Source: an optimization exercise on an open RTL-to-GDS flow (aim: small area). Production flows keep margins and buffers that such runs may drop.
Function was checked by simulation only, so behaviour that the tests miss may differ from the original.

## MatrixMultiplier
module MatrixMultiplier
    #(
        parameter WIDTH = 16
    )(
        input                            NRST,CLK,START,
        input      signed [WIDTH - 1: 0] A,B,
        output     signed [2*WIDTH  : 0] OUT,
        output                           OUT_STROBE
    );
clock: 7.5 ns
lec_check: 0
cap_margin: 20
core_margin: 2
core_utilization: 60
cts_buf_list: sky130_fd_sc_hd__clkbuf_4 sky130_fd_sc_hd__clkbuf_8
gpl_timing_driven: 0
slew_margin: 20
synth_hierarchical: 1
standard.sh (not shown) runs the stock make flow with config.mk's settings and CLKGATE_MAP_FILE= SYNTH_SCRIPT=/design/flow/synth_recipe.tcl, a recipe that flattens the netlist after the stock synthesis.
==> flow/flow/run.sh <==
#!/bin/bash
# Layout flow: the standard ORFS flow (standard.sh, standard synthesis unchanged) with
# these changes:
#  1. after synthesis, flow/downsize.py sets the combinational cells ABC upsized back to their
#     drive-strength-1 variant (same footprint and function); repair_design / repair_timing in
#     the later steps size up again where timing needs it. Flip-flops are not touched.
#  2. buffer_ports gives every input and output port a sky130_fd_sc_hd__buf_2 instead of the
#     delay buffer it picks by default; after global placement, flow/portbuf.tcl sets the
#     output port buffers, and the input port buffers that feed few cells, to buf_1.
# Each step's full output goes to a log file in this folder.
set -euo pipefail
ARGS=("BUFFER_PORTS_ARGS=-buffer_cell sky130_fd_sc_hd__buf_2")
R=orfs/results/${FLOW_PLATFORM:-sky130hd}/MatrixMultiplier/base
bash standard.sh "${ARGS[@]}" synth > flow_synth.log 2>&1
python3 flow/downsize.py "$FLOW_HOME/platforms/sky130hd/lib/sky130_fd_sc_hd__tt_025C_1v80.lib" \
  "$R/1_2_yosys.v" > flow_downsize.log 2>&1
rm -f "$R/1_synth.odb"
bash standard.sh "${ARGS[@]}" 3_3_place_gp > flow_place_gp.log 2>&1
PORTBUF_ODB="$R/3_3_place_gp.odb" openroad -no_init -exit flow/portbuf.tcl > flow_portbuf.log 2>&1
bash standard.sh "${ARGS[@]}" finish > flow_finish.log 2>&1
==> flow/flow/portbuf.tcl <==
# Gives the port buffers that buffer_ports inserted (all sky130_fd_sc_hd__buf_2) a smaller
# drive where a smaller one does: sky130_fd_sc_hd__buf_1 on every output port (each drives only
# the port's load) and on the inputs that feed few cells. The following repair_design and
# repair_timing steps size them up again where needed. Every port keeps its buffer.
# usage: openroad -no_init -exit portbuf.tcl  (env PORTBUF_ODB = the odb to edit in place)
set odb $::env(PORTBUF_ODB)
read_db $odb
set db [ord::get_db]
set block [ord::get_db_block]
set small [$db findMaster sky130_fd_sc_hd__buf_1]
set n 0
foreach inst [$block getInsts] {
  set name [$inst getName]
  set master [[$inst getMaster] getName]
  if { $master ne "sky130_fd_sc_hd__buf_2" } { continue }
  if { [string match "output*" $name] } {
    $inst swapMaster $small
    incr n
  } elseif { [string match "input*" $name] } {
    set out [$inst findITerm X]
    set net [$out getNet]
    if { $net ne "NULL" && [llength [$net getITerms]] <= 5 } {
      $inst swapMaster $small
      incr n
    }
  }
}
puts "portbuf: $n port buffers set to sky130_fd_sc_hd__buf_1"
write_db $odb
Other scripts of this flow, unchanged in this note and not shown: flow/flow/downsize.py
Next try:
--- a/flow/config.mk
+++ b/flow/config.mk
@@ -11,3 +11,2 @@
 export CTS_BUF_LIST = sky130_fd_sc_hd__clkbuf_4 sky130_fd_sc_hd__clkbuf_8
-export GPL_TIMING_DRIVEN = 0
 export SLEW_MARGIN = 20
Result: Final area came out higher by 1.4%; cell count is higher by 3.0%; worst setup slack improves by 0.10 ns; global-route usage rose by 2.5 points; wire length rose by 6.8%; synthesized cell count does not change; synthesized area stays the same; via count climbs by 4.1%; worst hold slack improved by 0.0069 ns.
Next try:
--- a/flow/config.mk
+++ b/flow/config.mk
@@ -11,2 +11,4 @@
 export CTS_BUF_LIST = sky130_fd_sc_hd__clkbuf_4 sky130_fd_sc_hd__clkbuf_8
+export GPL_TIMING_DRIVEN = 0
+export PLACE_DENSITY = 0.8
 export SLEW_MARGIN = 20
The new run finished with timing, DRC and antenna clean. Non-clock buffer count drops by 24. Worst setup slack gets worse by 0.22 ns. Count of clock-buffer cells in the layout stays the same. Maximum frequency decreases by about 3%. Utilization fell by 1.2 points. Routed wire length shrinks by about 4%. Clock skew stays flat. Design area falls by 1.7%. Synthesized area does not change. Die area does not change.
Next try:
==> flow/flow/run.sh (replaced) <==
#!/bin/bash
# Layout flow: the standard ORFS flow (standard.sh, standard synthesis unchanged) with two
# changes:
#  1. after synthesis, flow/downsize.py sets the combinational cells ABC upsized back to their
#     drive-strength-1 variant (same footprint and function); repair_design / repair_timing in
#     the later steps size up again where timing needs it. Flip-flops are not touched.
#  2. buffer_ports gives every input and output port a sky130_fd_sc_hd__buf_2 instead of the
#     delay buffer it picks by default.
# Each step's full output goes to a log file in this folder.
set -euo pipefail
ARGS=("BUFFER_PORTS_ARGS=-buffer_cell sky130_fd_sc_hd__buf_2")
R=orfs/results/${FLOW_PLATFORM:-sky130hd}/MatrixMultiplier/base
bash standard.sh "${ARGS[@]}" synth > flow_synth.log 2>&1
python3 flow/downsize.py "$FLOW_HOME/platforms/sky130hd/lib/sky130_fd_sc_hd__tt_025C_1v80.lib" \
  "$R/1_2_yosys.v" > flow_downsize.log 2>&1
rm -f "$R/1_synth.odb"
bash standard.sh "${ARGS[@]}" finish > flow_finish.log 2>&1
--- a/flow/config.mk
+++ b/flow/config.mk
@@ -11,4 +11,2 @@
 export CTS_BUF_LIST = sky130_fd_sc_hd__clkbuf_4 sky130_fd_sc_hd__clkbuf_8
-export GPL_TIMING_DRIVEN = 0
-export PLACE_DENSITY = 0.8
 export SLEW_MARGIN = 20
removed: flow/flow/portbuf.tcl
Utilization came out higher by 1.7 points.
Final cell count goes up by 2.8%.
Design area went up by 2.5%.
Count of clock-buffer cells in the layout stays the same.
First-iteration DRC count fell by 42%.

-- static timing again, ports no longer ideal --
How much do the figures lean on ideal ports? The routed layouts below were timed once more, with nothing changed but the port constraints. Step 1 sets driving cells, clkbuf_16 on the clock port and buf_2 on the other inputs (assumed; they add their load-dependent delay and slew). Step 2 also shifts input and output timing later by t, the mid clock arrival at the registers, as if the neighbouring blocks saw the same clock. Three values: ideal, step 1, step 2; two values: the first two.
| run | t (ns) | setup slack, ns | worst setup path after step 2 | worst slew at a driven data input, ns |
|---|---|---|---|---|
| the first run | 0.351 | 0.317 / 0.332 / -0.019 | input to register | 0.05 |
| the second run | 0.356 | 0.421 / 0.432 / 0.075 | input to register | 0.04 |
| the third run | 0.350 | 0.202 / 0.211 / -0.139 | input to register | 0.04 |
| the fourth run | 0.358 | 0.402 / 0.414 / 0.056 | input to register | 0.04 |
With both steps, setup timing fails in the first run and the third run, where it was met with ideal ports.
